Source: an optimization exercise on an open RTL-to-GDS flow (aim: small area, a short achievable clock period and few clock cycles). Production flows keep margins and buffers that such runs may drop. Where RTL was checked, it was by simulation tests only, not by an equivalence proof against the original. No functional check of the RTL was part of runs 1 and 3 to 5. Power and IR drop assume default switching activity.

[flow/run.sh]
#!/bin/bash
# synth_recipe.tcl (not shown) runs the flow's synth.tcl, then flattens the netlist and writes it again
# the make line also repeats each setting of config.mk as NAME=value (left out here)
make -C /OpenROAD-flow-scripts/flow DESIGN_CONFIG=/design/flow/config.mk WORK_HOME=/design/flow/orfs CLKGATE_MAP_FILE= SYNTH_SCRIPT=/design/flow/synth_recipe.tcl finish
[flow/config.mk]
export PLATFORM = sky130hd
export DESIGN_NAME = CLE
export DESIGN_NICKNAME = CLE
export VERILOG_FILES = /design/flow/design.v
export SDC_FILE = /design/flow/constraint.sdc
export NUM_CORES = 4
export LEC_CHECK = 0
export CAP_MARGIN = 30
export CORE_MARGIN = 2
export CORE_UTILIZATION = 50
export PLACE_DENSITY = 0.6
export SLEW_MARGIN = 20
[flow/constraint.sdc]
create_clock -name core_clock -period 9.0 [get_ports {clk}]
set_input_delay 1.8000 -clock core_clock [delete_from_list [all_inputs] [get_ports {clk}]]
set_output_delay 1.8000 -clock core_clock [all_outputs]
set_load 0.01 [all_outputs]
[flow/design.v]
`timescale 1ns/10ps
module CLE ( clk, reset, rom_q, rom_a, sram_q, sram_a, sram_d, sram_wen, finish);
input         clk;
input         reset;
input  [7:0]  rom_q;
output [6:0]  rom_a;
input  [7:0]  sram_q;
output [9:0]  sram_a;
output [7:0]  sram_d;
output        sram_wen;
output        finish;
reg  [9:0] sram_a;
reg        sram_wen;
reg        finish;
localparam WAIT = 4'd0, RS0 = 4'd1, RS1 = 4'd2, RS2 = 4'd3, RS3 = 4'd4,
           RS4  = 4'd5, CMP = 4'd6, PUT = 4'd7, SLW = 4'd8;
reg  [3:0] st;
reg        fin_st;       
reg  [9:0] pos;          
reg  [7:0] NWv, Nv, NEv; 
reg        rd1, rd2;     
reg  [7:0] Mv;           
reg        Lz;           
reg        wf;           
reg  [3:0] mods;         
reg  [7:0] newv;         
reg        early;        
function [1:0] cmp8;
    input [7:0] a, b;
    reg   [7:0] g, l;
    reg   [3:0] g2, l2;
    reg   [1:0] g4, l4;
    integer i;
    begin
        for (i = 0; i < 8; i = i + 1) begin
            g[i] = a[i] & ~b[i];
            l[i] = ~a[i] & b[i];
        end
        for (i = 0; i < 4; i = i + 1) begin
            g2[i] = g[2*i+1] | (~l[2*i+1] & g[2*i]);
            l2[i] = l[2*i+1] | (~g[2*i+1] & l[2*i]);
        end
        for (i = 0; i < 2; i = i + 1) begin
            g4[i] = g2[2*i+1] | (~l2[2*i+1] & g2[2*i]);
            l4[i] = l2[2*i+1] | (~g2[2*i+1] & l2[2*i]);
        end
        cmp8 = {g4[1] | (~l4[1] & g4[0]), l4[1] | (~g4[1] & l4[0])};
    end
endfunction
reg  [7:0] fa;           
reg        rv;           
reg  [7:0] cw;
reg  [7:0] nb;           
reg  [6:0] nbi;
reg        nbv;
reg        nbadj;        
reg        gap;          
assign rom_a  = (fa[6:0] == 7'd127) ? 7'd0 : fa[6:0];
assign sram_d = Mv;
wire [7:0] q_rev = {rom_q[0], rom_q[1], rom_q[2], rom_q[3],
                    rom_q[4], rom_q[5], rom_q[6], rom_q[7]};
wire [7:0] qm = q_rev & {~(fa[6:0] == 7'd127), 6'b111111, ~(fa[6:0] == 7'd0)};
wire [2:0] o      = pos[2:0];
wire       rem_nz = |cw;
wire       avail  = rem_nz | nbv;
wire [7:0] srcw   = rem_nz ? cw : nb;
reg  [2:0] off, offm1;
reg  [7:0] oneh;
always @(*) begin
    casez (srcw)
    8'b???????1: begin off = 3'd0; offm1 = 3'd7; oneh = 8'b00000001; end
    8'b??????10: begin off = 3'd1; offm1 = 3'd0; oneh = 8'b00000010; end
    8'b?????100: begin off = 3'd2; offm1 = 3'd1; oneh = 8'b00000100; end
    8'b????1000: begin off = 3'd3; offm1 = 3'd2; oneh = 8'b00001000; end
    8'b???10000: begin off = 3'd4; offm1 = 3'd3; oneh = 8'b00010000; end
    8'b??100000: begin off = 3'd5; offm1 = 3'd4; oneh = 8'b00100000; end
    8'b?1000000: begin off = 3'd6; offm1 = 3'd5; oneh = 8'b01000000; end
    default:     begin off = 3'd7; offm1 = 3'd6; oneh = 8'b10000000; end
    endcase
end
wire [6:0] wd      = rem_nz ? pos[9:3] : nbi;
wire [9:0] nextpix = {wd, off};
wire [4:0] pr      = pos[9:5];
wire [4:0] pc      = pos[4:0];
wire [4:0] prm1    = pr - 5'd1;
wire [4:0] nbrm1   = nbi[6:2] - 5'd1;
wire [4:0] nrm1    = rem_nz ? prm1 : nbrm1;
wire [1:0] nwm1    = wd[1:0] - 2'd1;
wire [9:0] nx1     = {nrm1, (srcw[0] ? {nwm1, 3'd7} : {wd[1:0], offm1})};
wire       done    = fa[7] & ~rem_nz & ~nbv;
wire [2:0] op1     = o + 3'd1;
wire       cont    = rem_nz ? cw[op1]
                            : (nbv & nbadj & nb[0] & (o == 3'd7) & (pos[4:3] != 2'd3));
reg        take;
wire       take_nb = take & ~rem_nz;
wire       accept  = rv & ~fa[7] & ~nbv;
always @(posedge clk or posedge reset) begin
    if (reset) begin
        fa  <= 8'd0;
        rv  <= 1'b0;
        nbv <= 1'b0;
        cw  <= 8'd0;
    end else begin
        if (take) cw <= srcw & ~oneh;
        rv <= ~accept;
        if (accept) fa <= fa + 8'd1;
        if (accept & (qm != 8'd0)) nbv <= 1'b1;
        else if (take_nb)          nbv <= 1'b0;
    end
end
always @(posedge clk) begin
    if (accept) begin
        nb  <= qm;
        nbi <= fa[6:0];
        if (qm != 8'd0) begin
            nbadj <= ~gap;
            gap   <= 1'b0;
        end else gap <= 1'b1;
    end
end
wire [7:0] Wv = (wf & ~Lz) ? Mv : 8'd0;
wire [7:0] v0 = newv, v1 = NWv, v2 = Nv, v3 = NEv, v4 = Wv;
wire [1:0] c01 = cmp8(v0, v1), c02 = cmp8(v0, v2), c03 = cmp8(v0, v3), c04 = cmp8(v0, v4);
wire [1:0] c12 = cmp8(v1, v2), c13 = cmp8(v1, v3), c14 = cmp8(v1, v4);
wire [1:0] c23 = cmp8(v2, v3), c24 = cmp8(v2, v4);
wire [1:0] c34 = cmp8(v3, v4);
wire gt01 = c01[1], gt02 = c02[1], gt03 = c03[1], gt04 = c04[1];
wire gt12 = c12[1], gt13 = c13[1], gt14 = c14[1], gt23 = c23[1], gt24 = c24[1], gt34 = c34[1];
wire lt01 = c01[0], lt02 = c02[0], lt03 = c03[0], lt04 = c04[0];
wire lt12 = c12[0], lt13 = c13[0], lt14 = c14[0], lt23 = c23[0], lt24 = c24[0], lt34 = c34[0];
wire s0 = ~lt01 & ~lt02 & ~lt03 & ~lt04;
wire s1 = lt01 & ~lt12 & ~lt13 & ~lt14;
wire s2 = lt02 & lt12 & ~lt23 & ~lt24;
wire s3 = lt03 & lt13 & lt23 & ~lt34;
wire s4 = lt04 & lt14 & lt24 & lt34;
wire [7:0] m = ({8{s0}} & v0) | ({8{s1}} & v1) | ({8{s2}} & v2) |
               ({8{s3}} & v3) | ({8{s4}} & v4);
wire       nz0 = ~|v0;
wire [3:0] mods_n = {(|v1) & (gt01 | lt12 | lt13 | lt14),
                     (|v2) & (gt02 | gt12 | lt23 | lt24),
                     (|v3) & (gt03 | gt13 | gt23 | lt34),
                     (|v4) & (gt04 | gt14 | gt24 | gt34)};
wire [4:0] prp1 = pr + 5'd1;
wire [4:0] pcm1 = pc - 5'd1;
wire [4:0] pcp1 = pc + 5'd1;
wire [4:0] pcp2 = pc + 5'd2;
wire [4:0] pcp3 = pc + 5'd3;
wire       hazard = ~rem_nz & ({nbi, off} == {prp1, pcp1});
wire       last_slw = (mods & (mods - 4'd1)) == 4'd0;
wire       go_early = ~cont & avail & ~hazard;
always @(*) begin
    case (st)
    WAIT:    take = avail & ~fin_st;
    PUT:     take = avail & (mods == 4'd0);
    SLW:     take = avail & last_slw;
    default: take = 1'b0;
    endcase
end
always @(posedge clk) begin
    rd2 <= rd1;
    if (rd2) begin
        NWv <= Nv;
        Nv  <= NEv;
        NEv <= sram_q;
    end
    if (take) pos <= nextpix;
    case (st)
    WAIT:    sram_a <= nx1;
    RS0:     sram_a <= {prm1, pcm1};
    RS1:     sram_a <= {prm1, pc};
    RS2:     sram_a <= {prm1, pcp1};
    RS3:     sram_a <= {prm1, pcp2};
    CMP:     sram_a <= go_early ? nx1 : {prm1, pcp3};
    PUT:     sram_a <= pos;
    SLW:     sram_a <= mods[3] ? {prm1, pcm1} : mods[2] ? {prm1, pc} :
                       mods[1] ? {prm1, pcp1} : {pr, pcm1};
    default: sram_a <= {prm1, pcp3};
    endcase
    if (st == CMP) begin
        Mv    <= m;
        early <= go_early;
    end
    if (st == WAIT || st == PUT || st == SLW) wf <= cont;
    if (st == CMP) mods <= mods_n;
    else if (st == SLW) begin
        if (mods[3])      mods[3] <= 1'b0;
        else if (mods[2]) mods[2] <= 1'b0;
        else if (mods[1]) mods[1] <= 1'b0;
        else              mods[0] <= 1'b0;
    end
end
always @(posedge clk or posedge reset) begin
    if (reset) begin
        st       <= WAIT;
        fin_st   <= 1'b0;
        sram_wen <= 1'b1;
        finish   <= 1'b0;
        newv     <= 8'd250;
        Lz       <= 1'b1;
        rd1      <= 1'b0;
    end else begin
        sram_wen <= 1'b1;
        rd1      <= 1'b0;
        case (st)
        WAIT: begin
            if (fin_st) finish <= 1'b1;
            else if (avail) begin
                rd1 <= 1'b1;
                st  <= RS1;
            end else if (done) fin_st <= 1'b1;
        end
        RS0: begin
            rd1 <= 1'b1;
            st  <= RS1;
        end
        RS1: begin
            rd1 <= 1'b1;
            st  <= RS2;
        end
        RS2: begin
            rd1 <= 1'b1;
            st  <= RS3;
        end
        RS3: begin
            rd1 <= 1'b1;
            st  <= RS4;
        end
        RS4: st <= CMP;
        CMP: begin
            Lz  <= nz0;
            if (nz0 | s0) newv <= newv - 8'd1;
            rd1 <= 1'b1;
            st  <= PUT;
        end
        PUT: begin
            sram_wen <= Lz;
            if (mods != 4'd0) st <= SLW;
            else if (cont)    st <= CMP;
            else if (avail)   st <= early ? RS1 : RS0;
            else              st <= WAIT;
        end
        SLW: begin
            sram_wen <= 1'b0;
            if (last_slw) st <= avail ? RS0 : WAIT;
        end
        default: st <= WAIT;
        endcase
    end
end
endmodule
==> impl_metrics.yaml, run 1 <==
layout:
  post-route-cell-area_mm2: 0.00941
  fill_cells: 1513
  drive_gt1_share_pct: 6.16
  n_antenna_cell: 0
  final_net_count: 1033
  syn_to_final_growth_pct: 9.22
logic_synthesis:
  synth_cell_type_count: 90
  synthFlopType: "edfxtp_1"
  async_flop_share_pct: 31.5
  ys_ff_latch: 111
  synth_area_mm2: 0.00861
  seq_area_frac_synth_pct: 35.5
  synthCells: 1011
  syn_nets: 1043
  yosysTopAreaCell: "edfxtp_1"
  synth-edff-count: 65
  synth_top_cell_area_share_pct: 22.7
  yosys-top-cells-area: "edfxtp_1 (23%), dfrtp_1 (7.8%), maj3_1 (6.3%)"
  yosysWarningCount: 1
  avgSynthCellArea_um2: 8.52
pwr:
  intPower_mw: 1.87
  powerDensity_mw_per_mm2: 403
  power_switching_mw: 1.93
  p_comb_share_pct: 57.4
  seqPwrFrac_pct: 31.3
  p_leak_nw: 3.47
  ir_worst_vdd_mv: 0.182
  clockPowerShare_pct: 11.3
  sw_frac_of_total_pct: 50.8
placed_design:
  hpwlAfterDp_mm: 19.0
  place_congestion: 0.940
  placed_cell_area_mm2: 0.00908
  portBuffers: 44
sta:
  setup_tns_ns: 0
  tightest_slew_ns: 1.01
  skew_ns: 0.0168
  timing.final.hold_violations: 0
  fin_crit_ns: 4.05
  finalMaxSlewViolations: 0
  max-slew-margin-rel_pct: 32.1
  layout_worst_path_cycle_share_pct: 45.0
  hold_slack_ns: 0.346
  fmax_mhz: 247
  setup_violations: 0
  rsz0062_at_grt: "false"
routing:
  vias: 8091
  vias_per_cell: 6.60
  dr.first_iter.drc_count: 995
  wire_per_inst_um: 21.4
  firstDrtPassIters: 8
  drt_wl_total_mm: 26.2
  route.detailed.drc: 0
  ant_nets: 0
critical_path:
  crit_fanout: 5
  critPathCaptureType: "primary output"
  critical_path.top_delay_family: "simple AND/OR/NAND/NOR gates"
  cpMostUsedCell: "and3_1"
  path_cells: "ha_1, and3_1, and3_1, nand2_1, and2_1, clkdlybuf4s50_1"
  cpMaxStageDelayCell: "clkdlybuf4s50_1"
  required_ns: 7.20
  worstSetupPathType: "reg -> out"
  worst_setup_path_start_kind: "flop"
  critical_path_arrival_ns: 2.25
  worst-path-buf-inv: 1
  slowest_delay_ns: 0.53
cts:
  cts_tree: "built"
  max-clock-path-buffers: 2
  clk_latency_ns: 0.38
  cts_resized: 0
  root_buffer: "clkbuf_16"
  cts_setup_buffers: 0
  numCtsBuffers: 9
  cts_hold_buf: 0
  cts_sinks: 111
  clkTransAtPathRegs_ns: 0.09
  h-tree-depth: 3
global_route:
  overflow: 0
  grt_max_degree: 36
  antenna_found_initial: 0
  gr-usage-all-layers_pct: 28.8
  grt_pass1_vias: 7263
  grt_pass1_wl_mm: 40.8
floorplanning:
  start_util_pct: 51.6
  ios: 45
  fp.dieH_um: 135
  die_w_um: 135
  row_count: 47
  dieArea_mm2: 0.0183
  core_region_area_mm2: 0.0167
run_status:
  status: "complete, no violations"
run:
  cap_violations: 0
min_path:
  hold_path.class: "reg -> reg"
-- Yosys cell counts, types with 8 or more instances --
library cell and count:
edfxtp_1 65, nor2_1 88, nor4_1 11, xor2_1 9, nor2b_1 33, o31ai_1 11, a31oi_1 11, nand3_1 44
dfstp_2 8, maj3_1 54, nand3b_1 9, a22oi_1 17, o21ai_0 61, nor3_1 26, o22ai_1 12, dfxtp_1 11
nand4_1 20, o211ai_1 11, nand2b_1 24, ha_1 14, clkbuf_1 57, inv_1 57, nand2_1 74, xnor2_1 29
dfrtp_1 27, a21oi_1 58, a211oi_1 9
-- per-stage QoR --
stage                     worst slack, ns  instances  util (%)  power, mW
final                                4.95       1226      56.3       3.79
after detailed placement             5.38       1209      54.4       3.29
after global routing                 4.84       1226      56.3       4.04
after CTS                            4.95       1225      56.3       3.73
after global placement               5.41       1206      54.2       3.25
after floorplan                      5.78       1011         -       2.66
-- per-layer routing --
metal  vias to the layer above  GRT usage [%]  share of wire (%)
li1                       3727              -                  -
met1                      3874           45.1                 48
met2                       442           40.4                 41
met3                        48           5.46                8.7
met4                         0           7.29                1.5
met5                         -              0                  0
-- cell type report --
| type | instances | area (µm²) | share of cell area [%] |
|---|---|---|---|
| well taps | 220 | 275 | 2.93 |
| inverters | 59 | 221 | 2.35 |
| clock inverters | 7 | 93.8 | 0.997 |
| clock buffers | 9 | 225 | 2.39 |
| multi-input cells | 769 | 5040 | 53.6 |
| flip-flops and latches | 111 | 3060 | 32.5 |
| repair buffers | 51 | 495 | 5.27 |
-- final timing paths --
kind                                 end  slack [ns]  cells after the start   start
worst max-delay path            rom_a[2]        4.95                      6   fa[0]
worst min register to register       rd2        0.35                      0     rd1
min in group asynchronous          cw[5]        1.84                      3   reset
worst max register to register     Mv[1]        5.30                      8  NWv[4]
max in group asynchronous        newv[6]        6.78                      3   reset
worst min-delay path                 rd2        0.35                      0     rd1
-- sequential cells by signal, indices dropped and copies added (netlist names), 4 cells and up --
register and count:
sram_a 10, nbi 7, Mv 8, nb 8
fa 8, newv 8, mods 4, NEv 8
NWv 8, pos 10, Nv 8, cw 8
st 4
-- cells by family after synthesis --
logic type,after synthesis,synth area share [%]
adder cells (fa/ha/maj),69,8.44
flip-flops,111,35.5
AND/OR/NAND/NOR,376,22.6
AO/OA/AOI/OAI,276,22.0
buffers and inverters,131,6.06
multiplexers,10,1.47
XOR/XNOR,38,3.86
-- worst reg2reg max path, cell delays in order (launching register included) --
cell	delay, ns
edfxtp_1	0.60
nor2b_1	0.23
maj3_1	0.36
maj3_1	0.37
maj3_1	0.37
o21bai_2	0.36
nor4_2	0.89
a22oi_1	0.23
nand4_1	0.14
-- power by group through the flow --
stage	logic, mW	registers [mW]	clock network, mW
finish	2.18	1.19	0.429
floorplan	1.74	0.914	0
global route	2.37	1.22	0.455
global placement	2.07	1.18	0
CTS	2.12	1.17	0.438
detailed placement	2.11	1.18	0
-- placed cells by master (no fill, tap or decap), drive strengths merged, types with 11 or more instances in the layout --
cell	n
nor2	89
nand2	74
edfxtp	65
o21ai	63
inv	63
a21oi	58
maj3	55
nand3	44
clkdlybuf4s50	44
nor2b	33
xnor2	29
dfrtp	27
nor3	26
nand2b	24
nand4	20
a22oi	17
ha	14
nor4	13
o22ai	12
a31oi	11
o31ai	11
o211ai	11
dfxtp	11
a211oi	11
==> run 2, diff against run 1 <==
--- a/flow/design.v
+++ b/flow/design.v
@@ -47,7 +47,9 @@
         cmp8 = {g4[1] | (~l4[1] & g4[0]), l4[1] | (~g4[1] & l4[0])};
     end
 endfunction
-reg  [7:0] fa;           
+reg  [6:0] rom_a;        
+reg        f127;         
+reg        fdone;        
 reg        rv;           
 reg  [7:0] cw;
 reg  [7:0] nb;           
@@ -55,11 +57,11 @@
 reg        nbv;
 reg        nbadj;        
 reg        gap;          
-assign rom_a  = (fa[6:0] == 7'd127) ? 7'd0 : fa[6:0];
 assign sram_d = Mv;
 wire [7:0] q_rev = {rom_q[0], rom_q[1], rom_q[2], rom_q[3],
                     rom_q[4], rom_q[5], rom_q[6], rom_q[7]};
-wire [7:0] qm = q_rev & {~(fa[6:0] == 7'd127), 6'b111111, ~(fa[6:0] == 7'd0)};
+wire [7:0] qm = q_rev & {~f127, 6'b111111, ~(~f127 & (rom_a == 7'd0))};
+wire [6:0] fidx = f127 ? 7'd127 : rom_a;
 wire [2:0] o      = pos[2:0];
 wire       rem_nz = |cw;
 wire       avail  = rem_nz | nbv;
@@ -87,23 +89,31 @@
 wire [4:0] nrm1    = rem_nz ? prm1 : nbrm1;
 wire [1:0] nwm1    = wd[1:0] - 2'd1;
 wire [9:0] nx1     = {nrm1, (srcw[0] ? {nwm1, 3'd7} : {wd[1:0], offm1})};
-wire       done    = fa[7] & ~rem_nz & ~nbv;
+wire       done    = fdone & ~rem_nz & ~nbv;
 wire [2:0] op1     = o + 3'd1;
 wire       cont    = rem_nz ? cw[op1]
                             : (nbv & nbadj & nb[0] & (o == 3'd7) & (pos[4:3] != 2'd3));
 reg        take;
 wire       take_nb = take & ~rem_nz;
-wire       accept  = rv & ~fa[7] & ~nbv;
+wire       accept  = rv & ~fdone & ~nbv;
 always @(posedge clk or posedge reset) begin
     if (reset) begin
-        fa  <= 8'd0;
+        rom_a <= 7'd0;
+        f127  <= 1'b0;
+        fdone <= 1'b0;
         rv  <= 1'b0;
         nbv <= 1'b0;
         cw  <= 8'd0;
     end else begin
         if (take) cw <= srcw & ~oneh;
         rv <= ~accept;
-        if (accept) fa <= fa + 8'd1;
+        if (accept) begin
+            if (f127)                    fdone <= 1'b1;
+            else if (rom_a == 7'd126) begin
+                rom_a <= 7'd0;
+                f127  <= 1'b1;
+            end else                     rom_a <= rom_a + 7'd1;
+        end
         if (accept & (qm != 8'd0)) nbv <= 1'b1;
         else if (take_nb)          nbv <= 1'b0;
     end
@@ -111,7 +121,7 @@
 always @(posedge clk) begin
     if (accept) begin
         nb  <= qm;
-        nbi <= fa[6:0];
+        nbi <= fidx;
         if (qm != 8'd0) begin
             nbadj <= ~gap;
             gap   <= 1'b0;
--- a/flow/config.mk
+++ b/flow/config.mk
@@ -9,4 +9,5 @@
 export CORE_MARGIN = 2
 export CORE_UTILIZATION = 50
 export PLACE_DENSITY = 0.6
+export SETUP_SLACK_MARGIN = 5
 export SLEW_MARGIN = 20
==> run 2 against run 1 <==
- still clean on timing, DRC and antenna
- routed wire length fell by 3.8%
- sequential power barely moved
- die area fell by 1.7%
- non-clock buffer count fell by 4
- flip-flop and latch count rose by 1
- final area fell by 1.5%
- sequential share of layout area rose by 0.77 points
- combinational power fell by 4%
- critical endpoint is now sram_d[6]
==> impl_metrics.yaml, run 2 <==
floorplanning:
  die_w_um: 134
  fp.dieH_um: 134
  dieArea_mm2: 0.0180
  core_region_area_mm2: 0.0166
  row_count: 47
  start_util_pct: 51.0
  ios: 45
sta:
  fmax_mhz: 280
  fin_crit_ns: 3.57
  setup_tns_ns: 0
  layout_worst_path_cycle_share_pct: 39.7
  finalMaxSlewViolations: 0
  fin_ws_ns: 5.43
  tightest_slew_ns: 1.00
  skew_ns: 0.0103
  max-slew-margin-rel_pct: 32.9
  timing.final.hold_violations: 0
  rsz0062_at_grt: "false"
  setup_violations: 0
logic_synthesis:
  yosys-top-cells-area: "edfxtp_1 (23%), dfrtp_1 (8.3%), o21ai_0 (4.3%)"
  yosysWarningCount: 1
  yosys-top-cells-count: "nor2_1 (84), nand2_1 (73), o21ai_0 (72)"
  synth-edff-count: 65
  synthFlopType: "edfxtp_1"
  yosysMostFrequentCell: "nor2_1"
  seq_area_frac_synth_pct: 36.4
  synth_area_mm2: 0.00847
  synthCells: 987
  syn_nets: 1020
  yosysTopAreaCell: "edfxtp_1"
  avgSynthCellArea_um2: 8.58
  synth_cell_type_count: 88
  async_flop_share_pct: 32.1
  ys_ff_latch: 112
  synth_top_cell_area_share_pct: 23.1
layout:
  fill_cells: 1568
  drive_gt1_share_pct: 6.72
  final_cell_mix: "nor2_1 (84), nand2_1 (73), o21ai_0 (72)"
  seq_area_mm2: 0.00308
  multiInputGateArea_mm2: 0.00489
  post-route-cell-area_mm2: 0.00927
  fin_util_pct: 55.9
  n_antenna_cell: 0
  syn_to_final_growth_pct: 9.47
  layout_commonest_cell: "nor2_1"
  reg_top3: "pos: 10 flops, sram_a: 10 flops"
  final_net_count: 1010
pwr:
  p_comb_share_pct: 56.2
  intPower_mw: 1.85
  seqPwrFrac_pct: 31.8
  powerDensity_mw_per_mm2: 401
  power_switching_mw: 1.87
  clockPowerShare_pct: 11.9
  ir_worst_vdd_mv: 0.153
  sw_frac_of_total_pct: 50.3
  p_leak_nw: 3.42
critical_path:
  critical_path.top_delay_family: "flip-flops"
  reg2reg_to: "sram_a[7]"
  crit_path_start: "Mv[6]"
  worst_setup_path_start_kind: "flop"
  crit_fanout: 16
  critical_path_arrival_ns: 1.77
  cpMaxStageDelayCell: "edfxtp_1"
  path_cells: "clkdlybuf4s50_1"
  critPathCaptureType: "primary output"
  worstReg2RegStart: "st[3]"
  worst-path-buf-inv: 1
  reg2reg_depth: 8
  r2r_slack_ns: 5.47
  slowest_delay_ns: 0.75
  required_ns: 7.20
  worstSetupPathType: "reg -> out"
global_route:
  overflow: 0
  grt_pass1_wl_mm: 40.4
  gr-usage-all-layers_pct: 28.5
  grt_pass1_vias: 7076
  antenna_found_initial: 0
  grt_max_degree: 37
routing:
  drt_wl_total_mm: 25.2
  ant_nets: 0
  wire_per_inst_um: 21.0
  dr.first_iter.drc_count: 1077
  route.detailed.drc: 0
  firstDrtPassIters: 5
  vias_per_cell: 6.54
  vias: 7863
cts:
  h-tree-depth: 3
  cts_tree: "built"
  clk_latency_ns: 0.37
  max-clock-path-buffers: 2
  cts_setup_buffers: 0
  cts_sinks: 112
  root_buffer: "clkbuf_16"
  numCtsBuffers: 9
  cts_resized: 0
  clkTransAtPathRegs_ns: 0.09
  cts_hold_buf: 0
min_path:
  whs_path_depth: 0
  hold_start: "rd1"
  hold_end: "rd2"
  hold_path.class: "reg -> reg"
placed_design:
  portBuffers: 44
  hpwlAfterDp_mm: 18.3
  placed_cell_area_mm2: 0.00894
  place_ws_ns: 5.50
  place_congestion: 0.953
run_status:
  status: "complete, no violations"
run:
  cap_violations: 0
run 2: cell families (layout without fill, tap and decap cells):
logic type      after synthesis  in the layout  share of synthesized area, %
simple gates                328            328                          19.8
flops                       112            112                          36.4
mux                           9              9                          1.40
xor+xnor                     32             32                          3.31
compound gates              331            331                          27.2
buf+inv                     128            123                          5.91
fa+ha+maj                    47             47                          6.00
run 2: worst max path at each step:
| stage | cells after the start | endpoint | slack, ns |
|---|---|---|---|
| 2_1_floorplan | 9 | Mv[0] | 6.25 |
| 3_3_place_gp | 8 | sram_a[7] | 5.62 |
| 3_5_place_dp | 8 | sram_a[7] | 5.50 |
| 4_1_cts | 1 | sram_d[6] | 5.45 |
| 5_1_grt | 8 | sram_a[7] | 5.20 |
| 6_report | 1 | sram_d[6] | 5.43 |
run 2: area by class of cell:
| type | instances | share of cell area, % |
|---|---|---|
| tap | 220 | 2.97 |
| sequential | 112 | 33.3 |
| clock buffer | 9 | 2.43 |
| multi-input combinational | 747 | 52.8 |
| clock inverter | 7 | 1.07 |
| inverter | 60 | 2.43 |
| timing repair buffer | 47 | 5.08 |
run 2: metrics by stage:
stage          std cells  hold WS [ns]  total power, mW
6_report            1202         0.369             3.71
5_1_grt             1202         0.381             3.98
4_1_cts             1202         0.373             3.67
3_5_place_dp        1186         0.346             3.22
3_3_place_gp        1185         0.343             3.18
2_1_floorplan        987         0.324             2.61
run 2: layer usage:
metal,up-vias,track usage (%),part of all wire [%]
li1,3666,-,-
met1,3772,45.3,48
met2,397,39.3,41
met3,28,5.10,9.2
met4,0,7.54,1.6
met5,-,0,0
run 2: power by group through the flow:
stage | clock network, mW | logic [mW] | registers [mW]
final | 0.444 | 2.09 | 1.18
after global routing | 0.468 | 2.29 | 1.22
after CTS | 0.448 | 2.05 | 1.17
after detailed placement | 0 | 2.04 | 1.18
after global placement | 0 | 1.99 | 1.19
after floorplan | 0 | 1.67 | 0.942
Testbench counts of run 2, summed over its fixed seeds: cycles 56,519.
==> run 3, diff against run 2 <==
--- a/flow/design.v
+++ b/flow/design.v
@@ -13,7 +13,8 @@
 reg        sram_wen;
 reg        finish;
 localparam WAIT = 4'd0, RS0 = 4'd1, RS1 = 4'd2, RS2 = 4'd3, RS3 = 4'd4,
-           RS4  = 4'd5, CMP = 4'd6, PUT = 4'd7, SLW = 4'd8;
+           RS4  = 4'd5, CMP = 4'd6, PUT = 4'd7, SLW = 4'd8,
+           E1   = 4'd9, E2 = 4'd10, E3 = 4'd11, E4 = 4'd12;
 reg  [3:0] st;
 reg        fin_st;       
 reg  [9:0] pos;          
@@ -24,7 +25,6 @@
 reg        wf;           
 reg  [3:0] mods;         
 reg  [7:0] newv;         
-reg        early;        
 function [1:0] cmp8;
     input [7:0] a, b;
     reg   [7:0] g, l;
@@ -155,12 +155,14 @@
 wire [4:0] pcp1 = pc + 5'd1;
 wire [4:0] pcp2 = pc + 5'd2;
 wire [4:0] pcp3 = pc + 5'd3;
-wire       hazard = ~rem_nz & ({nbi, off} == {prp1, pcp1});
+wire [4:0] dcol   = pc - {nbi[1:0], off} + 5'd1;
+wire       hazard = ~rem_nz & (nbi[6:2] == prp1) & (dcol[4:2] == 3'd0);
 wire       last_slw = (mods & (mods - 4'd1)) == 4'd0;
 wire       go_early = ~cont & avail & ~hazard;
 always @(*) begin
     case (st)
     WAIT:    take = avail & ~fin_st;
+    E4:      take = 1'b1;
     PUT:     take = avail & (mods == 4'd0);
     SLW:     take = avail & last_slw;
     default: take = 1'b0;
@@ -182,15 +184,16 @@
     RS3:     sram_a <= {prm1, pcp2};
     CMP:     sram_a <= go_early ? nx1 : {prm1, pcp3};
     PUT:     sram_a <= pos;
+    E1:      sram_a <= (mods != 4'd0) ? pos : {sram_a[9:5], sram_a[4:0] + 5'd1};
+    E2, E3:  sram_a <= {sram_a[9:5], sram_a[4:0] + 5'd1};
+    E4:      sram_a <= pos;
     SLW:     sram_a <= mods[3] ? {prm1, pcm1} : mods[2] ? {prm1, pc} :
                        mods[1] ? {prm1, pcp1} : {pr, pcm1};
     default: sram_a <= {prm1, pcp3};
     endcase
-    if (st == CMP) begin
-        Mv    <= m;
-        early <= go_early;
-    end
+    if (st == CMP) Mv <= m;
     if (st == WAIT || st == PUT || st == SLW) wf <= cont;
+    else if (st == E4) wf <= 1'b0;
     if (st == CMP) mods <= mods_n;
     else if (st == SLW) begin
         if (mods[3])      mods[3] <= 1'b0;
@@ -240,13 +243,34 @@
             Lz  <= nz0;
             if (nz0 | s0) newv <= newv - 8'd1;
             rd1 <= 1'b1;
-            st  <= PUT;
+            st  <= go_early ? E1 : PUT;
+        end
+        E1: begin
+            if (mods != 4'd0) begin
+                sram_wen <= Lz;
+                st       <= SLW;
+            end else begin
+                rd1 <= 1'b1;
+                st  <= E2;
+            end
+        end
+        E2: begin
+            rd1 <= 1'b1;
+            st  <= E3;
+        end
+        E3: begin
+            rd1 <= 1'b1;
+            st  <= E4;
+        end
+        E4: begin
+            sram_wen <= Lz;
+            st       <= CMP;
         end
         PUT: begin
             sram_wen <= Lz;
             if (mods != 4'd0) st <= SLW;
             else if (cont)    st <= CMP;
-            else if (avail)   st <= early ? RS1 : RS0;
+            else if (avail)   st <= RS0;
             else              st <= WAIT;
         end
         SLW: begin
==> run 3 against run 2 <==
- synthesized cell count is 6.9% higher
- sequential power about the same
- first-iteration DRC count fell by 6.3%
- worst hold slack got worse by 0.0096 ns
- critical endpoint is now sram_a[1]
- die area increased by 5.5%
- largest power group unchanged
- routed wire length is 7.2% higher
- clock power about the same
- clock skew up 0.0026 ns
- highest routed layer unchanged
- clock-buffer cell count unchanged
==> impl_metrics.yaml, run 3 <==
layout:
  syn_to_final_growth_pct: 13.0
  layout_commonest_cell: "nand2_1"
  n_antenna_cell: 0
  final_net_count: 1109
  fill_cells: 1608
  drive_gt1_share_pct: 11.6
  final_cell_mix: "nand2_1 (96), o21ai_0 (78), a21oi_1 (74)"
  fin_util_pct: 58.0
  reg_top3: "pos: 10 flops, sram_a: 10 flops"
pwr:
  sw_frac_of_total_pct: 48.2
  p_total_mw: 3.87
  powerDensity_mw_per_mm2: 383
  p_comb_share_pct: 58.7
  p_leak_nw: 3.80
  seqPwrFrac_pct: 29.8
  clockPowerShare_pct: 11.4
  intPower_mw: 2.00
  power_switching_mw: 1.87
  ir_worst_vdd_mv: 0.249
floorplanning:
  die_w_um: 138
  dieArea_mm2: 0.0190
  row_count: 48
  start_util_pct: 51.4
  ios: 45
  fp.dieH_um: 138
  core_region_area_mm2: 0.0174
sta:
  fmax_mhz: 246
  tightest_slew_ns: 0.864
  setup_tns_ns: 0
  rsz0062_at_grt: "true"
  layout_worst_path_cycle_share_pct: 45.2
  hold_slack_ns: 0.360
  setup_violations: 0
  fin_crit_ns: 4.07
  timing.final.hold_violations: 0
  max-slew-margin-rel_pct: 41.8
  finalMaxSlewViolations: 0
  skew_ns: 0.0129
  fin_ws_ns: 4.93
routing:
  dr.first_iter.drc_count: 1009
  ant_nets: 0
  route.detailed.drc: 0
  firstDrtPassIters: 8
  vias: 8449
  wire_per_inst_um: 20.8
  drt_wl_total_mm: 27.0
  vias_per_cell: 6.50
logic_synthesis:
  synthFlopType: "edfxtp_1"
  synthCells: 1055
  synth_area_mm2: 0.00895
  synthAdderAreaFrac_pct: 7.64
  avgSynthCellArea_um2: 8.48
  yosys-top-cells-area: "edfxtp_1 (23%), dfrtp_1 (7.8%), o21ai_0 (4.5%)"
  async_flop_share_pct: 32.4
  yosysWarningCount: 1
  synth_top_family_by_area: "compound AO/OA/AOI/OAI gates"
  synth.mux.area_fraction_pct: 1.66
  ys_ff_latch: 111
  synth_cell_type_count: 93
  seq_area_frac_synth_pct: 34.7
  yosys-top-cells-count: "nand2_1 (97), o21ai_0 (81), a21oi_1 (74)"
  syn_nets: 1094
  yosysMostFrequentCell: "nand2_1"
  synth_top_cell_area_share_pct: 23.2
  synth-xor-area-share_pct: 2.94
  synth-simple-area-share_pct: 19.3
  yosysTopAreaCell: "edfxtp_1"
  synth_compound_area_share_pct: 27.6
  synth-edff-count: 69
global_route:
  grt_max_degree: 37
  antenna_found_initial: 0
  grt_pass1_vias: 7565
  overflow: 0
  grt_pass1_wl_mm: 43.0
  gr-usage-all-layers_pct: 29.2
critical_path:
  crit_fanout: 6
  slowest_delay_ns: 0.44
  cpMaxStageDelayCell: "dfrtp_2"
  worst_setup_path_start_kind: "flop"
  critical_path.top_delay_family: "simple AND/OR/NAND/NOR gates"
  critPathCaptureType: "flop"
  worstSetupPathType: "reg -> reg"
  worst-path-buf-inv: 1
  critical_path_arrival_ns: 4.36
  required_ns: 9.29
  path_cells: "nor4_4, and3_4, a21oi_1, or3_4, a31oi_4, ha_4, nor2_4, nand2_2, fa_2, xnor2_1, nor4_1, nand4_1, o31ai_4, buf_12, mux2_2, o221ai_1"
placed_design:
  portBuffers: 44
  place_ws_ns: 3.87
  hpwlAfterDp_mm: 18.9
  place_congestion: 0.909
cts:
  max-clock-path-buffers: 2
  clkTransAtPathRegs_ns: 0.09
  cts_sinks: 111
  cts_tree: "built"
  root_buffer: "clkbuf_16"
  clk_latency_ns: 0.37
  h-tree-depth: 3
  numCtsBuffers: 9
run:
  cap_violations: 0
run_status:
  status: "complete, no violations"
min_path:
  hold_path.class: "reg -> reg"
run 3: cell types whose count changed in the layout (fill, tap and decap cells not counted), moves of 6 or more:
cell	previous run	this run
buf_4	2	27
dfrtp_1	28	22
dfrtp_2	0	6
inv_1	54	61
maj3_2	0	10
nand2_1	73	96
nor2_1	84	69
nor3_1	20	13
o211ai_1	15	7
o21ai_0	72	78
o31ai_1	3	9
run 3: worst register-to-register path, delay by kind of cell, from the launching register on:
kind                     cells  cell delay (ns)
multiplexers                 1             0.33
flip-flops                   1             0.44
buffers and inverters        1             0.17
XOR/XNOR                     1             0.15
AND/OR/NAND/NOR              7             1.53
adder cells (fa/ha/maj)      2             0.58
AO/OA/AOI/OAI                4             0.78
run 3: metrics by stage:
step           area [µm²]  std cells
2_1_floorplan        8960       1055
3_3_place_gp         9420       1256
3_5_place_dp         9470       1259
4_1_cts             10100       1295
5_1_grt             10100       1300
6_report            10100       1300
run 3: kinds of logic after synthesis:
kind of cell    Yosys count
buf+inv                 142
fa+ha+maj                61
compound gates          360
simple gates            339
flops                   111
xor+xnor                 30
mux                      12
run 3: power by group through the flow:
stage	clock, mW	combinational (mW)	sequential (mW)
5_1_grt	0.469	2.48	1.19
3_3_place_gp	0	1.92	1.18
3_5_place_dp	0	1.96	1.16
6_report	0.443	2.27	1.16
2_1_floorplan	0	1.62	0.919
4_1_cts	0.451	2.18	1.15
run 3: routing by layer:
metal  global-route usage, %  vias to the layer above  share of wire [%]
met1                    46.2                     4038                 48
met2                    40.3                      383                 42
met3                    5.48                       38                8.4
met4                    7.31                        0                1.5
li1                        -                     3990                  -
met5                       0                        -                  0
run 3: cell type report:
type / count / area, µm² / share of cell area [%]
clock buffers: 9 / 225 / 2.23
clock inverters: 7 / 98.8 / 0.978
inverters: 67 / 251 / 2.49
multi-input cells: 802 / 5380 / 53.2
flip-flops and latches: 111 / 3110 / 30.8
well taps: 225 / 282 / 2.79
repair buffers: 79 / 759 / 7.51
run 3: repair_timing:
item,CTS,global route
setup buffers,19,3
gates cloned,1,0
endpoints found under the setup margin,13,13
pin swaps,4,7
hold buffers,0,0
gates resized for setup,21,7
run 3: final timing paths:
kind                       cells past startpoint   from  slack, ns   endpoint
setup / recovery                              16  cw[6]       4.93  sram_a[1]
hold / removal                                 0    rd1       0.36        rd2
setup reg to reg                              16  cw[6]       4.93  sram_a[1]
hold reg to reg                                0    rd1       0.36        rd2
max in group asynchronous                      3  reset       6.78   sram_wen
min in group asynchronous                      3  reset       1.84   rom_a[6]
==> run 4, diff against run 3 <==
--- a/flow/design.v
+++ b/flow/design.v
@@ -12,10 +12,8 @@
 reg  [9:0] sram_a;
 reg        sram_wen;
 reg        finish;
-localparam WAIT = 4'd0, RS0 = 4'd1, RS1 = 4'd2, RS2 = 4'd3, RS3 = 4'd4,
-           RS4  = 4'd5, CMP = 4'd6, PUT = 4'd7, SLW = 4'd8,
-           E1   = 4'd9, E2 = 4'd10, E3 = 4'd11, E4 = 4'd12;
-reg  [3:0] st;
+reg        s_wait, s_rs0, s_a1, s_a2, s_a3, s_a4, s_cmp, s_put, s_slw;
+reg        dw;           
 reg        fin_st;       
 reg  [9:0] pos;          
 reg  [7:0] NWv, Nv, NEv; 
@@ -93,17 +91,19 @@
 wire [2:0] op1     = o + 3'd1;
 wire       cont    = rem_nz ? cw[op1]
                             : (nbv & nbadj & nb[0] & (o == 3'd7) & (pos[4:3] != 2'd3));
-reg        take;
-wire       take_nb = take & ~rem_nz;
-wire       accept  = rv & ~fdone & ~nbv;
+wire       last_slw = (mods & (mods - 4'd1)) == 4'd0;
+wire       nomods   = (mods == 4'd0);
+wire       take     = (s_wait & avail & ~fin_st) | s_rs0 | (s_a4 & dw) | (s_put & nomods & cont);
+wire       take_nb  = take & ~rem_nz;
+wire       accept   = rv & ~fdone & ~nbv;
 always @(posedge clk or posedge reset) begin
     if (reset) begin
         rom_a <= 7'd0;
         f127  <= 1'b0;
         fdone <= 1'b0;
-        rv  <= 1'b0;
-        nbv <= 1'b0;
-        cw  <= 8'd0;
+        rv    <= 1'b0;
+        nbv   <= 1'b0;
+        cw    <= 8'd0;
     end else begin
         if (take) cw <= srcw & ~oneh;
         rv <= ~accept;
@@ -153,21 +153,10 @@
 wire [4:0] prp1 = pr + 5'd1;
 wire [4:0] pcm1 = pc - 5'd1;
 wire [4:0] pcp1 = pc + 5'd1;
-wire [4:0] pcp2 = pc + 5'd2;
 wire [4:0] pcp3 = pc + 5'd3;
 wire [4:0] dcol   = pc - {nbi[1:0], off} + 5'd1;
 wire       hazard = ~rem_nz & (nbi[6:2] == prp1) & (dcol[4:2] == 3'd0);
-wire       last_slw = (mods & (mods - 4'd1)) == 4'd0;
 wire       go_early = ~cont & avail & ~hazard;
-always @(*) begin
-    case (st)
-    WAIT:    take = avail & ~fin_st;
-    E4:      take = 1'b1;
-    PUT:     take = avail & (mods == 4'd0);
-    SLW:     take = avail & last_slw;
-    default: take = 1'b0;
-    endcase
-end
 always @(posedge clk) begin
     rd2 <= rd1;
     if (rd2) begin
@@ -176,26 +165,22 @@
         NEv <= sram_q;
     end
     if (take) pos <= nextpix;
-    case (st)
-    WAIT:    sram_a <= nx1;
-    RS0:     sram_a <= {prm1, pcm1};
-    RS1:     sram_a <= {prm1, pc};
-    RS2:     sram_a <= {prm1, pcp1};
-    RS3:     sram_a <= {prm1, pcp2};
-    CMP:     sram_a <= go_early ? nx1 : {prm1, pcp3};
-    PUT:     sram_a <= pos;
-    E1:      sram_a <= (mods != 4'd0) ? pos : {sram_a[9:5], sram_a[4:0] + 5'd1};
-    E2, E3:  sram_a <= {sram_a[9:5], sram_a[4:0] + 5'd1};
-    E4:      sram_a <= pos;
-    SLW:     sram_a <= mods[3] ? {prm1, pcm1} : mods[2] ? {prm1, pc} :
-                       mods[1] ? {prm1, pcp1} : {pr, pcm1};
-    default: sram_a <= {prm1, pcp3};
-    endcase
-    if (st == CMP) Mv <= m;
-    if (st == WAIT || st == PUT || st == SLW) wf <= cont;
-    else if (st == E4) wf <= 1'b0;
-    if (st == CMP) mods <= mods_n;
-    else if (st == SLW) begin
+    if (s_wait | s_rs0 | (s_cmp & go_early))  sram_a <= nx1;
+    else if (s_cmp)                           sram_a <= {prm1, pcp3};
+    else if ((s_a1 & ~(dw & ~nomods)) | s_a2 | s_a3)
+                                              sram_a <= {sram_a[9:5], sram_a[4:0] + 5'd1};
+    else if (s_slw)
+        sram_a <= mods[3] ? {prm1, pcm1} : mods[2] ? {prm1, pc} :
+                  mods[1] ? {prm1, pcp1} : {pr, pcm1};
+    else                                      sram_a <= pos;
+    if (s_cmp) Mv <= m;
+    if (s_cmp)              dw <= go_early;
+    else if (s_wait | s_rs0) dw <= 1'b0;
+    if (s_wait | s_rs0) wf <= cont;
+    else if (s_a4 & dw) wf <= 1'b0;
+    else if (s_put)     wf <= 1'b1;
+    if (s_cmp) mods <= mods_n;
+    else if (s_slw) begin
         if (mods[3])      mods[3] <= 1'b0;
         else if (mods[2]) mods[2] <= 1'b0;
         else if (mods[1]) mods[1] <= 1'b0;
@@ -204,7 +189,15 @@
 end
 always @(posedge clk or posedge reset) begin
     if (reset) begin
-        st       <= WAIT;
+        s_wait <= 1'b1;
+        s_rs0  <= 1'b0;
+        s_a1   <= 1'b0;
+        s_a2   <= 1'b0;
+        s_a3   <= 1'b0;
+        s_a4   <= 1'b0;
+        s_cmp  <= 1'b0;
+        s_put  <= 1'b0;
+        s_slw  <= 1'b0;
         fin_st   <= 1'b0;
         sram_wen <= 1'b1;
         finish   <= 1'b0;
@@ -212,73 +205,25 @@
         Lz       <= 1'b1;
         rd1      <= 1'b0;
     end else begin
-        sram_wen <= 1'b1;
-        rd1      <= 1'b0;
-        case (st)
-        WAIT: begin
-            if (fin_st) finish <= 1'b1;
-            else if (avail) begin
-                rd1 <= 1'b1;
-                st  <= RS1;
-            end else if (done) fin_st <= 1'b1;
-        end
-        RS0: begin
-            rd1 <= 1'b1;
-            st  <= RS1;
-        end
-        RS1: begin
-            rd1 <= 1'b1;
-            st  <= RS2;
-        end
-        RS2: begin
-            rd1 <= 1'b1;
-            st  <= RS3;
-        end
-        RS3: begin
-            rd1 <= 1'b1;
-            st  <= RS4;
-        end
-        RS4: st <= CMP;
-        CMP: begin
-            Lz  <= nz0;
+        rd1      <= (s_wait & avail & ~fin_st) | s_rs0 | (s_a1 & ~(dw & ~nomods)) |
+                    s_a2 | s_a3 | s_cmp;
+        sram_wen <= ~(((s_put | (s_a1 & dw & ~nomods) | (s_a4 & dw)) & ~Lz) | s_slw);
+        if (s_wait & fin_st) finish <= 1'b1;
+        if (s_wait & ~avail & done) fin_st <= 1'b1;
+        if (s_cmp) begin
+            Lz <= nz0;
             if (nz0 | s0) newv <= newv - 8'd1;
-            rd1 <= 1'b1;
-            st  <= go_early ? E1 : PUT;
-        end
-        E1: begin
-            if (mods != 4'd0) begin
-                sram_wen <= Lz;
-                st       <= SLW;
-            end else begin
-                rd1 <= 1'b1;
-                st  <= E2;
-            end
-        end
-        E2: begin
-            rd1 <= 1'b1;
-            st  <= E3;
-        end
-        E3: begin
-            rd1 <= 1'b1;
-            st  <= E4;
-        end
-        E4: begin
-            sram_wen <= Lz;
-            st       <= CMP;
-        end
-        PUT: begin
-            sram_wen <= Lz;
-            if (mods != 4'd0) st <= SLW;
-            else if (cont)    st <= CMP;
-            else if (avail)   st <= RS0;
-            else              st <= WAIT;
-        end
-        SLW: begin
-            sram_wen <= 1'b0;
-            if (last_slw) st <= avail ? RS0 : WAIT;
-        end
-        default: st <= WAIT;
-        endcase
+        end
+        s_wait <= (s_wait & ~(avail & ~fin_st)) | (s_put & nomods & ~cont & ~avail) |
+                  (s_slw & last_slw & ~avail);
+        s_rs0  <= (s_put & nomods & ~cont & avail) | (s_slw & last_slw & avail);
+        s_a1   <= (s_wait & avail & ~fin_st) | s_rs0 | (s_cmp & go_early);
+        s_a2   <= s_a1 & ~(dw & ~nomods);
+        s_a3   <= s_a2;
+        s_a4   <= s_a3;
+        s_cmp  <= s_a4 | (s_put & nomods & cont);
+        s_put  <= s_cmp & ~go_early;
+        s_slw  <= (s_put & ~nomods) | (s_a1 & dw & ~nomods) | (s_slw & ~last_slw);
     end
 end
 endmodule
==> run 4 against run 3 <==
- utilization rose by 1.2 points
- die area is 5.8% lower
- non-clock buffer count down 9
- clock-buffer cell count is 9 higher
- setup slack got worse by 0.085 ns
- area after synthesis shrank 5.9%
- global-route usage fell by 1.0 points
- first-iteration DRC count is 37% lower
- fmax shrank 2.1%
- sequential share of layout area is 2.6 points higher
- flip-flop and latch count grew 6
- worst hold slack worse by 0.023 ns
- critical endpoint is now sram_a[5]
- highest routed layer unchanged
==> impl_metrics.yaml, run 4 <==
run_status:
  status: "complete, no violations"
layout:
  final_cell_mix: "nor2_1 (73), edfxtp_1 (70), nand2_1 (63)"
  multiInputGateArea_mm2: 0.00479
  syn_to_final_growth_pct: 16.3
  fin_util_pct: 59.2
  fill_cells: 1370
  seq_area_mm2: 0.00327
  n_antenna_cell: 0
  drive_gt1_share_pct: 13.8
  final_net_count: 993
  stdcell_count: 1191
  layout_commonest_cell: "nor2_1"
  reg_top3: "pos: 10 flops, sram_a: 10 flops"
floorplanning:
  row_count: 47
  fp.dieH_um: 134
  dieArea_mm2: 0.0179
  core_region_area_mm2: 0.0165
  ios: 45
  start_util_pct: 50.9
  die_w_um: 134
sta:
  timing.final.hold_violations: 0
  fmax_mhz: 241
  rsz0062_at_grt: "true"
  layout_worst_path_cycle_share_pct: 46.2
  finalMaxSlewViolations: 0
  setup_tns_ns: 0
  setup_violations: 0
  fin_crit_ns: 4.16
  skew_ns: 0.00726
  tightest_slew_ns: 1.02
  max-slew-margin-rel_pct: 31.0
logic_synthesis:
  synthCells: 929
  yosys-top-cells-area: "edfxtp_1 (25%), dfrtp_1 (9.5%), maj3_1 (5.0%)"
  async_flop_share_pct: 35.0
  avgSynthCellArea_um2: 9.06
  synthFlopType: "edfxtp_1"
  synth_area_mm2: 0.00842
  synth_top_cell_area_share_pct: 25.0
  yosys-top-cells-count: "nor2_1 (75), edfxtp_1 (70), o21ai_0 (65)"
  seq_area_frac_synth_pct: 38.7
  syn_nets: 964
  yosysWarningCount: 1
  yosysTopAreaCell: "edfxtp_1"
  yosysMostFrequentCell: "nor2_1"
  synth-edff-count: 70
  synth_cell_type_count: 88
  ys_ff_latch: 117
cts:
  h-tree-depth: 4
  clkTransAtPathRegs_ns: 0.06
  cts_tree: "built"
  root_buffer: "clkbuf_16"
  cts_sinks: 117
  max-clock-path-buffers: 2
  clk_latency_ns: 0.43
  cts_hold_buf: 0
  numCtsBuffers: 17
routing:
  ant_nets: 0
  drt_wl_total_mm: 24.3
  wire_per_inst_um: 20.4
  vias_per_cell: 6.32
  dr.first_iter.drc_count: 631
  vias: 7531
  route.detailed.drc: 0
  firstDrtPassIters: 6
critical_path:
  worst_setup_path_start_kind: "flop"
  critical_path_arrival_ns: 4.46
  crit_fanout: 6
  required_ns: 9.30
  r2r_slack_ns: 4.84
  worstSetupPathType: "reg -> reg"
  critPathCaptureType: "flop"
placed_design:
  placedCellCount: 1136
  portBuffers: 44
  place_congestion: 0.919
  hpwlAfterDp_mm: 17.3
global_route:
  antenna_found_initial: 0
  grt_pass1_vias: 7527
  grt_max_degree: 24
  grt_pass1_wl_mm: 39.3
  overflow: 0
  gr-usage-all-layers_pct: 28.1
run:
  cap_violations: 0
pwr:
  ir_worst_vdd_mv: 0.143
  powerDensity_mw_per_mm2: 126
  p_leak_nw: 3.76
min_path:
  hold_path.class: "reg -> reg"
==> run 4: changes by cell type after synthesis, moves of 15 or more <==
cell,previous run,this run
nand2_1,97,64
clkbuf_1,63,38
a21oi_1,74,54
o21ai_0,81,65
a22oi_1,18,3
nand3_1,29,14
==> run 4: cells by family (layout without fill, tap and decap cells) <==
kind of cell	after synthesis	count (layout)	synth area share [%]
xor+xnor	32	32	3.33
fa+ha+maj	65	65	8.41
mux	10	10	1.50
flops	117	117	38.7
simple gates	280	281	17.4
buf+inv	127	168	6.21
compound gates	298	298	24.5
==> run 4: final cells by class <==
type | instances | area share (%)
Tap cell | 220 | 2.81
Clock inverter | 14 | 1.25
Sequential cell | 117 | 33.4
Multi-Input combinational cell | 686 | 49.0
Inverter | 66 | 2.53
Timing Repair Buffer | 70 | 6.65
Clock buffer | 18 | 4.39
==> run 4: stage by stage <==
step	area, µm²	worst slack (ns)	power (mW)	hold WS (ns)
after floorplan	8450	5.01	0.579	0.324
after global placement	8920	4.54	0.588	0.326
after detailed placement	8930	4.39	0.589	0.330
after CTS	9720	4.92	1.24	0.342
after global routing	9790	4.63	1.26	0.348
final	9790	4.84	1.23	0.337
==> run 4: routing by layer <==
| metal | global-route usage [%] | wire (µm) | vias up |
|---|---|---|---|
| met5 | 0 | 0 | - |
| met4 | 13.0 | 947 | 0 |
| met3 | 4.72 | 1010 | 71 |
| met2 | 50.7 | 12600 | 270 |
| met1 | 32.6 | 9760 | 3676 |
| li1 | - | - | 3514 |
==> run 4: critical path: stages (launching register included) <==
cell and delay, ns:
dfrtp_2 0.43, or4_4 0.59, o31ai_4 0.23, a221oi_2 0.07, nor3_2 0.22, nand2b_4 0.17, ha_4 0.20, nor2_4 0.09
nand2b_1 0.08, fa_2 0.34, xor2_1 0.13, nand3_1 0.12, nor4_4 0.28, nand4_1 0.20, mux2i_4 0.30, nor2_4 0.09
a211oi_1 0.34, a311o_1 0.16
==> run 4: power by group <==
group	switching, mW	internal [mW]
registers	0	0.565
logic	0.00528	0.00697
clock network	0.269	0.382
total	0.274	0.954
==> run 4: worst paths after layout <==
path,cells after the start,from,endpoint
max,17,cw[4],sram_a[5]
min,0,rd1,rd2
max reg2reg,17,cw[4],sram_a[5]
min reg2reg,0,rd1,rd2
max in group asynchronous,3,reset,newv[4]
min in group asynchronous,2,reset,cw[7]
==> run 4: timing repair <==
action | in CTS | in global routing
resized for setup | 22 | 9
setup buffers | 19 | 2
setup endpoints to repair | 13 | 11
cloned | 1 | 0
pin swaps | 8 | 2
==> run 5, diff against run 4 <==
--- a/flow/design.v
+++ b/flow/design.v
@@ -12,11 +12,11 @@
 reg  [9:0] sram_a;
 reg        sram_wen;
 reg        finish;
-reg        s_wait, s_rs0, s_a1, s_a2, s_a3, s_a4, s_cmp, s_put, s_slw;
+reg        s_wait, s_rs0, s_rs1, s_rs2, s_rs3, s_cmp, s_put, s_slw;
 reg        dw;           
 reg        fin_st;       
 reg  [9:0] pos;          
-reg  [7:0] NWv, Nv, NEv; 
+reg  [7:0] NWv, Nv;      
 reg        rd1, rd2;     
 reg  [7:0] Mv;           
 reg        Lz;           
@@ -93,7 +93,7 @@
                             : (nbv & nbadj & nb[0] & (o == 3'd7) & (pos[4:3] != 2'd3));
 wire       last_slw = (mods & (mods - 4'd1)) == 4'd0;
 wire       nomods   = (mods == 4'd0);
-wire       take     = (s_wait & avail & ~fin_st) | s_rs0 | (s_a4 & dw) | (s_put & nomods & cont);
+wire       take     = (s_wait & avail & ~fin_st) | s_rs0 | (s_put & nomods & cont) | (s_rs3 & dw);
 wire       take_nb  = take & ~rem_nz;
 wire       accept   = rv & ~fdone & ~nbv;
 always @(posedge clk or posedge reset) begin
@@ -129,7 +129,7 @@
     end
 end
 wire [7:0] Wv = (wf & ~Lz) ? Mv : 8'd0;
-wire [7:0] v0 = newv, v1 = NWv, v2 = Nv, v3 = NEv, v4 = Wv;
+wire [7:0] v0 = newv, v1 = NWv, v2 = Nv, v3 = sram_q, v4 = Wv;
 wire [1:0] c01 = cmp8(v0, v1), c02 = cmp8(v0, v2), c03 = cmp8(v0, v3), c04 = cmp8(v0, v4);
 wire [1:0] c12 = cmp8(v1, v2), c13 = cmp8(v1, v3), c14 = cmp8(v1, v4);
 wire [1:0] c23 = cmp8(v2, v3), c24 = cmp8(v2, v4);
@@ -153,32 +153,32 @@
 wire [4:0] prp1 = pr + 5'd1;
 wire [4:0] pcm1 = pc - 5'd1;
 wire [4:0] pcp1 = pc + 5'd1;
-wire [4:0] pcp3 = pc + 5'd3;
-wire [4:0] dcol   = pc - {nbi[1:0], off} + 5'd1;
-wire       hazard = ~rem_nz & (nbi[6:2] == prp1) & (dcol[4:2] == 3'd0);
+wire [4:0] pcp2 = pc + 5'd2;
+wire [4:0] ncol   = {nbi[1:0], off};
+wire       hazard = ~rem_nz & (nbi[6:2] == prp1) &
+                    ((ncol == pcp1) | (ncol == pc) | (ncol == pcm1));
+wire       abort  = s_rs1 & dw & ~nomods;
 wire       go_early = ~cont & avail & ~hazard;
 always @(posedge clk) begin
     rd2 <= rd1;
     if (rd2) begin
         NWv <= Nv;
-        Nv  <= NEv;
-        NEv <= sram_q;
+        Nv  <= sram_q;
     end
     if (take) pos <= nextpix;
     if (s_wait | s_rs0 | (s_cmp & go_early))  sram_a <= nx1;
-    else if (s_cmp)                           sram_a <= {prm1, pcp3};
-    else if ((s_a1 & ~(dw & ~nomods)) | s_a2 | s_a3)
-                                              sram_a <= {sram_a[9:5], sram_a[4:0] + 5'd1};
+    else if (s_cmp)                           sram_a <= {prm1, pcp2};
+    else if ((s_rs1 & ~abort) | s_rs2)        sram_a <= {sram_a[9:5], sram_a[4:0] + 5'd1};
     else if (s_slw)
         sram_a <= mods[3] ? {prm1, pcm1} : mods[2] ? {prm1, pc} :
                   mods[1] ? {prm1, pcp1} : {pr, pcm1};
     else                                      sram_a <= pos;
     if (s_cmp) Mv <= m;
-    if (s_cmp)              dw <= go_early;
+    if (s_cmp)               dw <= go_early;
     else if (s_wait | s_rs0) dw <= 1'b0;
     if (s_wait | s_rs0) wf <= cont;
-    else if (s_a4 & dw) wf <= 1'b0;
-    else if (s_put)     wf <= 1'b1;
+    else if (s_put)     wf <= cont;
+    else if (s_rs3 & dw) wf <= 1'b0;
     if (s_cmp) mods <= mods_n;
     else if (s_slw) begin
         if (mods[3])      mods[3] <= 1'b0;
@@ -191,10 +191,9 @@
     if (reset) begin
         s_wait <= 1'b1;
         s_rs0  <= 1'b0;
-        s_a1   <= 1'b0;
-        s_a2   <= 1'b0;
-        s_a3   <= 1'b0;
-        s_a4   <= 1'b0;
+        s_rs1  <= 1'b0;
+        s_rs2  <= 1'b0;
+        s_rs3  <= 1'b0;
         s_cmp  <= 1'b0;
         s_put  <= 1'b0;
         s_slw  <= 1'b0;
@@ -205,9 +204,8 @@
         Lz       <= 1'b1;
         rd1      <= 1'b0;
     end else begin
-        rd1      <= (s_wait & avail & ~fin_st) | s_rs0 | (s_a1 & ~(dw & ~nomods)) |
-                    s_a2 | s_a3 | s_cmp;
-        sram_wen <= ~(((s_put | (s_a1 & dw & ~nomods) | (s_a4 & dw)) & ~Lz) | s_slw);
+        rd1      <= (s_wait & avail & ~fin_st) | s_rs0 | (s_rs1 & ~abort) | s_rs2 | s_cmp;
+        sram_wen <= ~(((s_put | abort | (s_rs3 & dw)) & ~Lz) | s_slw);
         if (s_wait & fin_st) finish <= 1'b1;
         if (s_wait & ~avail & done) fin_st <= 1'b1;
         if (s_cmp) begin
@@ -217,13 +215,12 @@
         s_wait <= (s_wait & ~(avail & ~fin_st)) | (s_put & nomods & ~cont & ~avail) |
                   (s_slw & last_slw & ~avail);
         s_rs0  <= (s_put & nomods & ~cont & avail) | (s_slw & last_slw & avail);
-        s_a1   <= (s_wait & avail & ~fin_st) | s_rs0 | (s_cmp & go_early);
-        s_a2   <= s_a1 & ~(dw & ~nomods);
-        s_a3   <= s_a2;
-        s_a4   <= s_a3;
-        s_cmp  <= s_a4 | (s_put & nomods & cont);
+        s_rs1  <= (s_wait & avail & ~fin_st) | s_rs0 | (s_cmp & go_early);
+        s_rs2  <= s_rs1 & ~abort;
+        s_rs3  <= s_rs2;
+        s_cmp  <= s_rs3 | (s_put & nomods & cont);
         s_put  <= s_cmp & ~go_early;
-        s_slw  <= (s_put & ~nomods) | (s_a1 & dw & ~nomods) | (s_slw & ~last_slw);
+        s_slw  <= (s_put & ~nomods) | abort | (s_slw & ~last_slw);
     end
 end
 endmodule
==> run 5 against run 4 <==
- flip-flop and latch count decreased by 9
- synthesized cell count decreased by 0.11%
- final cell count decreased by 3.0%
- highest routed layer unchanged
- fmax increased by 5.0%
- register-to-register slack improved by 0.49 ns
- largest cell class unchanged
==> impl_metrics.yaml, run 5 <==
run_status:
  status: "complete, no violations"
global_route:
  overflow: 0
  grt_pass1_vias: 6891
  gr-usage-all-layers_pct: 26.9
  grt_pass1_wl_mm: 35.6
  antenna_found_initial: 0
  grt_max_degree: 41
logic_synthesis:
  ys_ff_latch: 108
  synth_cell_type_count: 83
  yosysTopAreaCell: "edfxtp_1"
  yosysMostFrequentCell: "nor2_1"
  synth_top_cell_area_share_pct: 23.2
  synth_compound_area_share_pct: 23.2
  yosysWarningCount: 1
  syn_nets: 961
  synthCells: 928
  seq_area_frac_synth_pct: 37.3
  synth-edff-count: 62
  yosys-top-cells-count: "nor2_1 (79), nand2_1 (73), o21ai_0 (65)"
  yosys-top-cells-area: "edfxtp_1 (23%), dfrtp_1 (9.7%), maj3_1 (7.8%)"
  synth_area_mm2: 0.00803
  synth-xor-area-share_pct: 4.03
  avgSynthCellArea_um2: 8.66
  synthFlopType: "edfxtp_1"
  synth-simple-area-share_pct: 17.8
  synth.mux.area_fraction_pct: 1.34
  async_flop_share_pct: 37.0
  synthAdderAreaFrac_pct: 10.2
  synth_top_family_by_area: "compound AO/OA/AOI/OAI gates"
routing:
  route.detailed.drc: 0
  drt_wl_total_mm: 22.7
  firstDrtPassIters: 7
  wire_per_inst_um: 19.6
  ant_nets: 0
  dr.first_iter.drc_count: 670
  vias_per_cell: 6.25
  vias: 7220
sta:
  layout_worst_path_cycle_share_pct: 44.0
  rsz0062_at_grt: "false"
  setup_violations: 0
  max-slew-margin-rel_pct: 44.9
  fin_crit_ns: 3.96
  finalMaxSlewViolations: 0
  skew_ns: 0.0104
  setup_tns_ns: 0
  fmax_mhz: 253
  timing.final.hold_violations: 0
  tightest_slew_ns: 0.826
floorplanning:
  row_count: 46
  ios: 45
  start_util_pct: 50.9
  die_w_um: 131
  fp.dieH_um: 131
  dieArea_mm2: 0.0171
  core_region_area_mm2: 0.0158
critical_path:
  crit_fanout: 10
  cpMaxStageDelayCell: "maj3_1"
  critical_path_arrival_ns: 4.13
  reg2reg_to: "sram_a[9]"
  cpMostUsedCell: "maj3_1"
  r2r_slack_ns: 5.33
  critPathCapture: "Mv[5]"
  worst_setup_path_start_kind: "input pin"
  crit_path_start: "sram_q[4]"
  required_ns: 9.18
  reg2reg_depth: 9
  path_cells: "buf_2, nor2b_1, maj3_1, maj3_1, maj3_1, a21oi_2, inv_2, nor3_4, buf_6, a22oi_1, o211ai_1"
  worstReg2RegStart: "pos[0]"
  critPathCaptureType: "flop"
  slowest_delay_ns: 0.41
  worstSetupPathType: "in -> reg"
layout:
  reg_top3: "pos: 10 flops, sram_a: 10 flops"
  n_antenna_cell: 0
  final_net_count: 967
  final_cell_mix: "nor2_1 (77), nand2_1 (73), o21ai_0 (64)"
  drive_gt1_share_pct: 10.5
  fill_cells: 1451
  syn_to_final_growth_pct: 12.3
  multiInputGateArea_mm2: 0.00465
  seq_area_mm2: 0.00299
  layout_commonest_cell: "nor2_1"
placed_design:
  place_congestion: 0.974
  portBuffers: 44
  hpwlAfterDp_mm: 16.6
cts:
  cts_tree: "built"
  cts_sinks: 108
  clkTransAtPathRegs_ns: 0.08
  root_buffer: "clkbuf_16"
  h-tree-depth: 3
  clk_latency_ns: 0.36
  numCtsBuffers: 9
  max-clock-path-buffers: 2
run:
  cap_violations: 0
pwr:
  p_total_mw: 1.02
  p_leak_nw: 3.37
  ir_worst_vdd_mv: 0.0905
  powerDensity_mw_per_mm2: 113
min_path:
  hold_path.class: "reg -> reg"
==> run 5: per-layer routing <==
layer	vias up	global-route usage, %	wire (µm)
met1	3490	31.3	8860
met3	57	2.73	1040
met4	0	10.8	738
met5	-	0	0
li1	3413	-	-
met2	260	50.7	12000
==> run 5: critical path, delay by kind of cell <==
family	cells	cell delay, ns
fa+ha+maj	3	1.17
buf+inv	3	0.40
compound gates	3	0.41
simple gates	2	0.34
==> run 5: kinds of logic after synthesis <==
group           count (synthesis)
fa+ha+maj                      78
mux                             8
compound gates                283
buf+inv                       128
xor+xnor                       37
flops                         108
simple gates                  286
==> run 5: how the worst min path moves through the flow <==
stage	from	cells after the start	endpoint	slack, ns
2_1_floorplan	rd1	0	rd2	0.32
3_3_place_gp	rd1	0	rd2	0.33
3_5_place_dp	rd1	0	rd2	0.33
4_1_cts	rd1	0	rd2	0.35
5_1_grt	rd1	0	rd2	0.38
6_report	rd1	0	rd2	0.35
==> run 5: power breakdown <==
group / internal (mW) / total [mW] / switching, mW
Clock: 0.257 / 0.458 / 0.201
Combinational: 0.0175 / 0.0414 / 0.0239
Sequential: 0.520 / 0.520 / 0
==> run 5: metrics by stage <==
| stage | cells | hold slack (ns) | setup WS (ns) | utilization (%) | cell area [µm²] |
|---|---|---|---|---|---|
| 6_report | 1155 | 0.355 | 5.04 | 57.2 | 9020 |
| 4_1_cts | 1155 | 0.353 | 5.01 | 57.1 | 9000 |
| 5_1_grt | 1155 | 0.377 | 4.99 | 57.2 | 9020 |
| 2_1_floorplan | 928 | 0.324 | 5.02 | - | 8090 |
| 3_3_place_gp | 1131 | 0.331 | 3.99 | 54.4 | 8580 |
| 3_5_place_dp | 1131 | 0.334 | 3.92 | 54.4 | 8580 |
==> run 5: layout make-up <==
type                       count  area share, %
multi-input combinational    693           51.5
clock inverter                 6           1.14
timing repair buffer          57           5.86
inverter                      65           2.70
tap                          216           2.99
sequential                   108           33.2
clock buffer                  10           2.65
==> run 5: what timing repair did <==
item,CTS,global route
endpoints found under the setup margin,30,23
pin swaps,3,3
hold buffers,0,0
resized for setup,20,17
setup buffers,7,0
cloned,1,0

==> afterwards: timing with drivers on the ports <==
Ports are ideal in the flow. The routed layouts listed here were re-timed in OpenROAD. Step 1: set_driving_cell puts a clkbuf_16 on clk and a buf_2 on each other input, an assumption about the parent block. Step 2 also shifts input and output timing later by t, the mid clock arrival at the registers, as if the neighbouring blocks saw the same clock. Slacks: no drivers / after step 1 / after step 2; pairs: no drivers / after step 1.
run	t, ns	slack for setup (ns)	hold WS [ns]	worst register clock-pin slew, ns
run 1	0.414	4.949 / 4.904 / 5.297	0.346 / 0.346 / 0.346	0.09 / 0.09
run 2	0.416	5.427 / 5.379 / 5.470	0.369 / 0.369 / 0.369	0.09 / 0.09
run 3	0.411	4.929 / 4.929 / 4.929	0.360 / 0.360 / 0.360	0.09 / 0.09
run 4	0.469	4.844 / 4.844 / 4.844	0.337 / 0.337 / 0.337	0.06 / 0.06
run 5	0.398	5.043 / 5.060 / 4.662	0.355 / 0.355 / 0.355	0.08 / 0.08
After both steps every run listed still meets setup and hold. For run 5, which loses most, drivers alone change the setup slack by +0.017 ns; drivers and shift together by -0.381 ns.
